Background: an optimization exercise with open tools, aiming at small area. Do not read the settings as production practice. Function was checked by simulation only, so behaviour that the tests miss may differ from the original. No activity file was given, so power comes from the tool's default toggle rates.

## flow/config.mk

```make
export PLATFORM = sky130hd
export DESIGN_NAME = calc_core
export DESIGN_NICKNAME = calc_core
export VERILOG_FILES = /design/flow/design.v
export SDC_FILE = /design/flow/constraint.sdc
export NUM_CORES = 4
export LEC_CHECK = 0
export CAP_MARGIN = 20
export CORE_MARGIN = 2
export CORE_UTILIZATION = 40
export PLACE_DENSITY = 0.6
export SLEW_MARGIN = 20
```

## flow/constraint.sdc

```tcl
create_clock -name core_clock -period 60.0 [get_ports {clk}]
set_input_delay 12.0000 -clock core_clock [delete_from_list [all_inputs] [get_ports {clk}]]
set_output_delay 12.0000 -clock core_clock [all_outputs]
set_load 0.01 [all_outputs]
```

## flow/design.v

```verilog
module sign_reg(key_value, is_op, is_clr, is_eq, is_dig, digit);
	input      [3:0] key_value;
	output           is_op, is_clr, is_eq, is_dig;
	output reg [3:0] digit;
assign is_op  = (key_value[1:0] == 2'b11);
assign is_clr = (key_value == 4'd12);
assign is_eq  = (key_value == 4'd14);
assign is_dig = ~is_op & ~is_clr & ~is_eq;
always @(*) begin
	case (key_value)
		4'd0:  digit = 4'd7;
		4'd1:  digit = 4'd8;
		4'd2:  digit = 4'd9;
		4'd4:  digit = 4'd4;
		4'd5:  digit = 4'd5;
		4'd6:  digit = 4'd6;
		4'd8:  digit = 4'd1;
		4'd9:  digit = 4'd2;
		4'd10: digit = 4'd3;
		default: digit = 4'd0;
	endcase
end
endmodule
module number_reg(bcd, bin);
	input  [11:0] bcd;
	output [9:0]  bin;
assign bin = bcd[11:8] * 7'd100 + bcd[7:4] * 4'd10 + bcd[3:0];
endmodule
module processor(d, o);
	input  [23:0] d;
	output [23:0] o;
	genvar k;
generate
	for (k = 0; k < 5; k = k + 1) begin : g
		assign o[4*k +: 4] = (d[4*k +: 4] >= 4'd5) ? d[4*k +: 4] + 4'd3 : d[4*k +: 4];
	end
endgenerate
assign o[23:20] = d[23:20];
endmodule
module drive_tube(c, sym, ar, op, dsp, nd, seg);
	input         c, sym, ar;
	input  [1:0]  op;
	input  [23:0] dsp;
	input  [11:0] nd;
	output reg [47:0] seg;
	wire   [23:0] v = c ? dsp : {12'd0, nd};
	reg    [5:0]  lit;
	integer       k;
function [7:0] digit_seg;
	input [3:0] d;
	case (d)
		4'd0: digit_seg = 8'h3f;
		4'd1: digit_seg = 8'h06;
		4'd2: digit_seg = 8'h5b;
		4'd3: digit_seg = 8'h4f;
		4'd4: digit_seg = 8'h66;
		4'd5: digit_seg = 8'h6d;
		4'd6: digit_seg = 8'h7d;
		4'd7: digit_seg = 8'h07;
		4'd8: digit_seg = 8'h7f;
		4'd9: digit_seg = 8'h6f;
		default: digit_seg = 8'h00;
	endcase
endfunction
always @(*) begin
	lit[5] = |v[23:20];
	for (k = 4; k >= 1; k = k - 1)
		lit[k] = lit[k+1] | (|v[4*k +: 4]);
	lit[0] = 1'b1;
	seg = 48'd0;
	if (sym) begin
		if (!ar) seg[7:0] = 8'h3f;
		else case (op)
			2'd0: seg[7:0] = 8'h70;
			2'd1: seg[7:0] = 8'h40;
			2'd2: seg[7:0] = 8'h76;
			default: seg[7:0] = 8'h49;
		endcase
	end
	else
		for (k = 0; k < 6; k = k + 1)
			if (lit[k]) seg[8*k +: 8] = digit_seg(v[4*k +: 4]);
end
endmodule
module calc_core(clk, rst, key_valid, key_value, ready, seg);
	input         clk;
	input         rst;
	input         key_valid;
	input  [3:0]  key_value;
	output        ready;
	output [47:0] seg;
	reg    [11:0] nd;     
	reg    [19:0] r;      
	reg    [23:0] dsp;    
	reg    [9:0]  acc;    
	reg           c;      
	reg           sym;    
	reg           ar;     
	reg    [1:0]  op;     
	reg           busy;
	reg           ph;     
	reg           ld;     
	reg    [4:0]  cnt;
	wire          is_op, is_clr, is_eq, is_dig;
	wire   [3:0]  dv;
	wire   [9:0]  nb;
assign ready = ~busy;
wire take = key_valid & ~busy;
sign_reg   u_key (.key_value(key_value), .is_op(is_op), .is_clr(is_clr),
                  .is_eq(is_eq), .is_dig(is_dig), .digit(dv));
number_reg u_nb  (.bcd(nd), .bin(nb));
wire        div  = ~ld & (op == 2'd3);
wire        mul  = ~ld & (op == 2'd2);
wire        sub  = ~ld & (op == 2'd1);
wire        rbit = (r[0] ^ sub) & ~ld;
wire [10:0] a_in = div ? {acc, r[19]} : {1'b0, acc};
wire [10:0] b_in = div ? ~{1'b0, nb} :
                   mul ? (r[0] ? {1'b0, nb} : 11'd0) : {10'd0, rbit};
wire [11:0] sum  = {1'b0, a_in} + {1'b0, b_in} + {11'd0, div};
wire        q    = sum[11];
wire [23:0] dd;
processor u_dd (.d(dsp), .o(dd));
always @(posedge clk) begin
	if (rst) begin
		nd   <= 12'd0;
		r    <= 20'd0;
		c    <= 1'b0;
		sym  <= 1'b0;
		ar   <= 1'b0;
		busy <= 1'b0;
	end
	else if (busy) begin
		cnt <= cnt + 5'd1;
		if (!ph) begin
			if (div) begin
				acc <= q ? sum[9:0] : a_in[9:0];
				r   <= {r[18:0], q};
			end
			else begin
				acc <= sum[10:1];
				r   <= {sum[0] ^ sub, r[19:1]};
			end
			if (cnt == 5'd19) begin
				cnt <= 5'd0;
				if (ld) busy <= 1'b0;
				else    ph   <= 1'b1;
			end
		end
		else begin
			dsp <= {dd[22:0], r[19]};
			r   <= {r[18:0], r[19]};
			if (cnt == 5'd19) busy <= 1'b0;
		end
	end
	else if (take) begin
		if (is_dig) begin
			nd  <= {nd[7:0], dv};
			sym <= 1'b0;
		end
		if (is_op) begin
			ar  <= 1'b1;
			op  <= key_value[3:2];
			sym <= 1'b1;
			nd  <= 12'd0;
			acc <= nb;
			ld  <= 1'b1;
			cnt <= 5'd0;
			ph  <= 1'b0;
			if (!c) busy <= 1'b1;
		end
		if (is_clr) begin
			ar  <= 1'b0;
			c   <= 1'b0;
			r   <= 20'd0;
			nd  <= 12'd0;
			sym <= 1'b1;
		end
		if (is_eq) begin
			sym  <= 1'b0;
			c    <= 1'b1;
			ld   <= 1'b0;
			cnt  <= 5'd0;
			ph   <= ~ar;
			busy <= 1'b1;
			dsp  <= 24'd0;
			acc  <= op[1] ? 10'd0 : nb;
		end
	end
end
drive_tube u_tube (.c(c), .sym(sym), .ar(ar), .op(op), .dsp(dsp), .nd(nd), .seg(seg));
endmodule
```

## flow/run.sh

```bash
#!/bin/bash
# synth_recipe.tcl (not shown) runs the flow's synth.tcl, then flattens the netlist and writes it again
# the make line also repeats each setting of config.mk as NAME=value (left out here)
make -C /OpenROAD-flow-scripts/flow DESIGN_CONFIG=/design/flow/config.mk WORK_HOME=/design/flow/orfs CLKGATE_MAP_FILE= SYNTH_SCRIPT=/design/flow/synth_recipe.tcl finish
```

==> impl_results.md <==
- Ys Warns: 3
- Initial antenna violation count: 0
- Fin util: 46.1%
- Clk buf depth: 2
- Synth area leaders: edfxtp_1, ha_1, dfxtp_1, a21oi_1, nand2_1
- Fin Setup TNS: 0 ns
- DRT iter0 DRCs: 281
- Unique masters post-synth: 69
- Fin nets: 954
- Final wirelength: 15.6 mm
- Cell count after placement: 1076
- Hold Vio Cnt, Final: 0
- First-pass GRT wire length: 25.6 mm
- Peak VDD IR: 0.0000151 V
- Crit-path cells: buf_4, mux2i_1, ha_1, o21ai_1, nor3_1, a31o_1, o21bai_2, a21oi_1, clkdlybuf4s50_1
- Site row count: 48
- Critical Path Start Type: flip-flop
- Max Transition Viols Final: 0
- Remaining global-route overflow: 0
- Post_cts resized: 0
- Clock-pin slew on the worst setup and hold paths: 0.06 ns
- CP arrival: 3.47 ns
- Pin count of the biggest net entering global routing: 35
- Setup Buffers After CTS: 0
- Die area: 18700 sq um
- Port buffer count: 49
- Final setup viols: 0
- Max FO, Critical Path: 33
- Cells after Synth: 833
- Post-route ant nets: 0
- Ys flop type: edfxtp_1
- Pre-antenna DRT Iters: 4
- Layout cell share with drive strength beyond 1: 6.46%
- CP max stage cell: dfxtp_2
- Finished Layout Cells: 1092
- Sequential area share after synthesis: 28.5%
- Period utilization: 25.8%
- Hold Buf Count CTS: 0
- Vias in the first global route: 5343
- Ant. Diodes: 0
- Syn_area_per_cell: 8.47 sq um
- Leading area contributor after synthesis: edfxtp_1
- Met3 GRT Util: 2.41%
- Insertion delay to the later sink of the worst-skew pair: 0.35 ns
- RSZ-0062 raised after global routing: false
- Crit Path Class: flip-flop to output port
- Power per cell area: 17.9 nW/um^2
- Clock buffer count from CTS: 9
- Effective utilization at floorplan: 40.8%
- WL per Instance: 14.3 um
- IO Count: 56
- CTS tree: yes
- Cell Area, Synth: 7060 sq um
- Met2 Usage GRT: 27.4%
- CP endpoint kind: output port
- Rel. slew slack: 37.4%
- H-tree depth: 3
- Die Ht: 137 um
- GP Congestion: 0.839
- Core area: 17300 sq um
- Max_cap viols: 0
- Fin Clk Skew: 0.0106 ns
- Sink Count: 79
- Vias per cell: 5.31
- Final min period: 15.47 ns
- Largest stage delay, worst path: 0.66 ns
- Total track usage: 17.0%
- Cells on worst reg2reg path: 17
- Remaining DRCs: 0
- M1 GR Usage: 23.6%
- P_leak: 3.35 nW
- Max frequency: 0.0647 GHz
- Worst min-delay path category: flip-flop to flip-flop
- Vias: 5801
- Multi-input gate area: 4620 sq um
- Most congested layer reported by global routing: met2
- Outcome: finished clean
- Post-DP HPWL: 11.6 mm
- Share of the synthesized area in the top cell type: 18.3%
- P&R area growth vs syn: 12.9%
- Post-synthesis register bit count: 79
- Clk root buf: clkbuf_16
- Flip-flop and latch area: 2010 sq um
- Number of synthesized flops with an enable pin: 43
- CP Data Required Time: 48.00 ns
- Worst hold stages: 2
- Ys async rst share: 0%
- Die Wd: 137 um
- Filler cell count: 1715
- Worst slew pin tran: 0.939 ns
==> cells in the mapped netlist (8+ instances only) <==
cell type / count
o21ai_1: 17
nor3_1: 13
buf_2: 11
mux2i_1: 27
edfxtp_1: 43
inv_1: 56
mux2_4: 9
dfxtp_1: 36
nand3_1: 11
nor2_1: 82
o21ai_0: 36
a31oi_1: 12
a21oi_1: 80
ha_1: 78
clkbuf_1: 19
mux2_1: 10
xnor2_1: 21
nand2_1: 88
a21o_1: 8
nand2b_1: 14
a22oi_1: 28
xor2_1: 8
nor2b_1: 11
==> stage by stage <==
stage / instance area, sq um / setup WS (ns) / power (mW) / hold slack, ns
6_report: 7970 / 44.53 / 0.142 / 0.501
5_1_grt: 7970 / 44.27 / 0.149 / 0.540
2_1_floorplan: 7070 / 45.69 / 0.0782 / 0.459
3_5_place_dp: 7670 / 44.91 / 0.0882 / 0.491
4_1_cts: 7970 / 44.53 / 0.144 / 0.501
3_3_place_gp: 7670 / 45.06 / 0.0882 / 0.491
==> placed cells by master, fill, tap and decap left out, types with 6 or more instances in the layout <==
cell              n
a21o_1            8
dfxtp_1          35
edfxtp_1         43
nand2_1          88
buf_4             7
conb_1            6
o21ai_1          17
o21ai_0          36
nor2b_1          11
nor2_1           82
a211oi_1          7
and2_1            6
mux2i_1          27
fa_1              7
ha_1             78
inv_1            56
xnor2_1          21
xor2_1            8
mux2_1           10
nand3_1          11
mux2_4            9
a22oi_1          28
a21oi_1          79
nand2b_1         14
clkdlybuf4s50_1  49
clkbuf_16         9
a31oi_1          12
nor3_1           13
==> worst max-delay path, delay by kind of cell, from the launching register on <==
kind	cells	cell delay [ns]
mux	1	0.45
buf+inv	2	0.91
compound gates	4	0.55
flops	1	0.66
fa+ha+maj	1	0.26
simple gates	1	0.28
==> report_power, final <==
group / switching [mW] / internal [mW]
registers: 0.00160 / 0.0583
clock network: 0.0260 / 0.0294
logic: 0.0148 / 0.0122
==> path summary, 6_finish.rpt <==
kind / from / endpoint / slack, ns
worst max-delay path: c / seg[11] / 44.53
worst min-delay path: nd[3] / nd[7] / 0.50
worst max register to register: nd[7] / acc[8] / 54.87
worst min register to register: nd[3] / nd[7] / 0.50
==> metal layers <==
metal / routed length [um] / vias up / part of all wire (%)
met3: 382 / 15 / 2.5
met2: 7200 / 66 / 46
met1: 7770 / 2720 / 50
li1: - / 3000 / -
met4: 227 / 0 / 1.5
met5: 0 / - / 0
==> cell type report <==
type	instances	share of cell area [%]
Tap cell	225	3.53
Clock inverter	7	0.895
Inverter	57	2.68
Sequential cell	79	25.3
Multi-Input combinational cell	659	58.0
Timing Repair Buffer	56	6.81
Clock buffer	9	2.83
==> logic make-up (layout without fill, tap and decap cells) <==
family,count (synthesis),in the layout,synth area share [%]
adders and majority gates,85,85,15.8
and+or+nand+nor,253,253,16.6
xor gates and xnor gates,29,29,3.60
AOI/OAI and AO/OA,232,232,20.2
DFF,79,79,28.5
buffers and inverters,100,129,6.31
other,1,6,0.0531
muxes,54,54,8.88
==> flip-flops by register name, summed over array words and instances (netlist names), 2 cells and up <==
signal / cells
acc: 10
dsp: 24
cnt: 5
op: 2
r: 20
nd: 12

-- static timing again, ports no longer ideal --
The results above use ideal ports. As a check the final layout listed here was re-extracted and re-timed, cells and wires unchanged. Step 1, drivers: a clkbuf_16 drives clk and a buf_2 each remaining input, both assumed. Step 2 also shifts input and output timing later by t, the mid clock arrival at the registers, as if the neighbouring blocks saw the same clock. Slacks: no drivers / after step 1 / after step 2; pairs: no drivers / after step 1.
t, ns: 0.390
slack for setup (ns): 44.533 / 44.492 / 44.882
worst data-port slew with drivers (ns): 0.03
cell pins on the clock port's net: 1
After both steps this run still meets setup and hold. The setup slack of this run moves by -0.041 ns with the drivers and by +0.349 ns with both steps.
